Background: an optimization exercise with open tools, aiming at small area, a short achievable clock period and few clock cycles. Do not read the settings as production practice.
In this exercise RTL edits were held to simulation tests only and were not proved equivalent to the original.
No activity file was given, so power comes from the tool's default toggle rates.

Setup of run A:
## datapath
module datapath(Clk,Rst,imem_addr,imem_rdata,dmem_addr,dmem_wdata,dmem_we,dmem_re,dmem_rdata);
Size: roughly 5,300 cells after synthesis, about 160 I/O pins, ~0.062 mm² of cells after synthesis.
Settings: LEC_CHECK=0, CAP_MARGIN=20, CORE_MARGIN=2, CORE_UTILIZATION=40, SETUP_SLACK_MARGIN=3, SLEW_MARGIN=20; clock period 35.0 ns.
standard.sh (not shown) runs the stock make flow with config.mk's settings and CLKGATE_MAP_FILE= SYNTH_SCRIPT=/design/flow/synth_recipe.tcl, a recipe that flattens the netlist after the stock synthesis.
==> flow/flow/run.sh <==
#!/bin/bash
# Standard ORFS layout, with repair_timing asked to leave a setup margin so
# that the resizer works on the paths that set the achieved period, and the
# port buffers made with a plain buffer cell.
set -euo pipefail
bash standard.sh SETUP_SLACK_MARGIN=27.5 'BUFFER_PORTS_ARGS=-buffer_cell sky130_fd_sc_hd__buf_2' finish > make_finish.log 2>&1
Run A went all the way through synthesis, placement and routing and the layout is clean on timing, DRC and antenna.
Testbench counts of run A, summed over its fixed seeds: cycles 194,651.
[inputs] run B vs run A
Settings: SETUP_SLACK_MARGIN removed (was 3); SLEW_MARGIN changed from 20 to 5; CAP_MARGIN changed from 20 to 5; CTS_CLUSTER_DIAMETER newly set to 50; CTS_CLUSTER_SIZE newly set to 16; CTS_BUF_LIST newly set to sky130_fd_sc_hd__clkbuf_8.
-- flow/flow/run.sh --
<<< run A, line 5
set -euo pipefail
bash standard.sh SETUP_SLACK_MARGIN=27.5 'BUFFER_PORTS_ARGS=-buffer_cell sky130_fd_sc_hd__buf_2' finish > make_finish.log 2>&1
>>> run B, line 5
set -euo pipefail
bash standard.sh SETUP_SLACK_MARGIN=26.5 'BUFFER_PORTS_ARGS=-buffer_cell sky130_fd_sc_hd__buf_2' finish > make_finish.log 2>&1
Notes after the runs:
- In the tables for run A and run B, clock power reads higher with run A.
- Compare run A and run B | clock network contribution to total cell area lower: run B
- Run B vs run A, worst slew margin relative to its limit went down by 11 points.
- Summary — worst-case setup slack after placement, run B relative to run A: lower, by 350 ps.
## Diff of input files: run C against run B
Settings: removing CTS_BUF_LIST (formerly sky130_fd_sc_hd__clkbuf_8); removing CTS_CLUSTER_SIZE (formerly 16); changing SLEW_MARGIN from 5 to 20; setting SETUP_SLACK_MARGIN to 3 for the first time; changing CAP_MARGIN from 5 to 20; removing CTS_CLUSTER_DIAMETER (formerly 50).
[summary]
- Number of resized instances in the post-cts repair step in run C vs run B: down about 26%
- On run C: slew of the pin with the lowest slew margin is 83 ps lower than what run B gave.
- Combinational group share of total power sits lower in run C than in run B.
- Run C: share of cell area taken by flip-flops and latches 0.77 points below run B
- Compared run B against run C; cell total after placement within noise.
- Diff run B -> run C: shortest period the worst path allows went down by 81 ps, final wirelength fell by about 0.7%.
- On final hold slack, run C tracks run B almost exactly.

datapath, a different RTL version from the one above (not shown whole).
Size: roughly 5600 cells after synthesis, roughly 1200 flip-flops, about 160 I/O pins, about 64000 um^2 of cells after synthesis.
export LEC_CHECK = 0
export CAP_MARGIN = 5
export CORE_MARGIN = 2
export CORE_UTILIZATION = 40
export CTS_BUF_LIST = sky130_fd_sc_hd__clkbuf_8
export CTS_CLUSTER_DIAMETER = 50
export CTS_CLUSTER_SIZE = 16
export SLEW_MARGIN = 5
create_clock -name core_clock -period 35.0 [get_ports {Clk}]
==> flow/flow/run.sh <==
#!/bin/bash
# Standard ORFS layout, with repair_timing asked to leave a setup margin so
# that the resizer works on the paths that set the achieved period, and the
# port buffers made with a plain buffer cell.
set -euo pipefail
bash standard.sh SETUP_SLACK_MARGIN=26.5 MATCH_CELL_FOOTPRINT=0 'BUFFER_PORTS_ARGS=-buffer_cell sky130_fd_sc_hd__buf_2' finish > make_finish.log 2>&1
The baseline produced a clean layout.
Testbench counts at the start, summed over its fixed seeds: cycles 194,651.
Next try:
==> flow/flow/run.sh (replaced) <==
#!/bin/bash
# Standard ORFS layout, with repair_timing asked to leave a setup margin so
# that the resizer works on the paths that set the achieved period, and the
# port buffers made with a plain buffer cell.
set -euo pipefail
bash standard.sh SETUP_SLACK_MARGIN=26.5 'BUFFER_PORTS_ARGS=-buffer_cell sky130_fd_sc_hd__buf_2' finish > make_finish.log 2>&1
CAP_MARGIN = 20   (was 5)
CTS_BUF_LIST = not set   (was sky130_fd_sc_hd__clkbuf_8)
CTS_CLUSTER_DIAMETER = not set   (was 50)
CTS_CLUSTER_SIZE = not set   (was 16)
SETUP_SLACK_MARGIN = 3   (was not set)
SLEW_MARGIN = 20   (was 5)
Outcome: The changed run finished with timing, DRC and antenna clean. Die area stays the same. Synthesized cell count does not change. Register-to-register slack is better by 0.05 ns. Critical path depth is lower by 27. Routed wire length hardly moves.
Next try:
CAP_MARGIN = 5   (was 20)
CTS_BUF_LIST = sky130_fd_sc_hd__clkbuf_8   (was not set)
CTS_CLUSTER_DIAMETER = 50   (was not set)
CTS_CLUSTER_SIZE = 16   (was not set)
SETUP_SLACK_MARGIN = not set   (was 3)
SLEW_MARGIN = 5   (was 20)
What happened: Global-route usage hardly moves; core utilization decreases by 0.80 points; fmax stays flat.
Next try:
==> flow/flow/run.sh (replaced) <==
#!/bin/bash
# Standard ORFS layout, with repair_timing asked to leave a setup margin so
# that the resizer works on the paths that set the achieved period, and the
# port buffers made with a plain buffer cell.
set -euo pipefail
bash standard.sh SETUP_SLACK_MARGIN=27.0 MATCH_CELL_FOOTPRINT=0 'BUFFER_PORTS_ARGS=-buffer_cell sky130_fd_sc_hd__buf_2' finish > make_finish.log 2>&1
Result: The changed run completed without violations; wire length is higher by 0.88%; clock power grows by 4.5%; via count goes up by 0.65%; hold slack improves by 0.014 ns.

## port drivers added, routing unchanged
In the flow no input, the clock included, has a driving cell. The finished layouts below were timed again as built, in two steps.
Step 1 sets driving cells, clkbuf_16 on the clock port and buf_2 on the other inputs (assumed; they add their load-dependent delay and slew).
Step 2 times the ports against the registers' clock, not the clock port: input delays grow and output delays shrink by t, the midpoint of the rising clock arrivals with the driver on.
Slacks: ideal / step 1 / step 2; pairs: ideal / step 1.
run | t (ns) | setup WS [ns] | cell pins on the clock port's net
run A | 0.851 | 26.201 / 26.240 / 25.389 | 1
run B | 0.980 | 26.184 / 26.155 / 25.449 | 1
run C | 0.857 | 26.265 / 26.265 / 25.514 | 1
the first run of note 2 | 0.985 | 26.504 / 26.427 / 25.637 | 1
the second run of note 2 | 0.846 | 26.471 / 26.389 / 25.714 | 1
the third run of note 2 | 0.971 | 26.492 / 26.415 / 25.660 | 1
the fourth run of note 2 | 0.996 | 26.456 / 26.377 / 25.720 | 1
After both steps setup and hold are still met in every run listed. For the first run of note 2, which loses most, drivers alone change the setup slack by -0.077 ns; drivers and shift together by -0.867 ns.
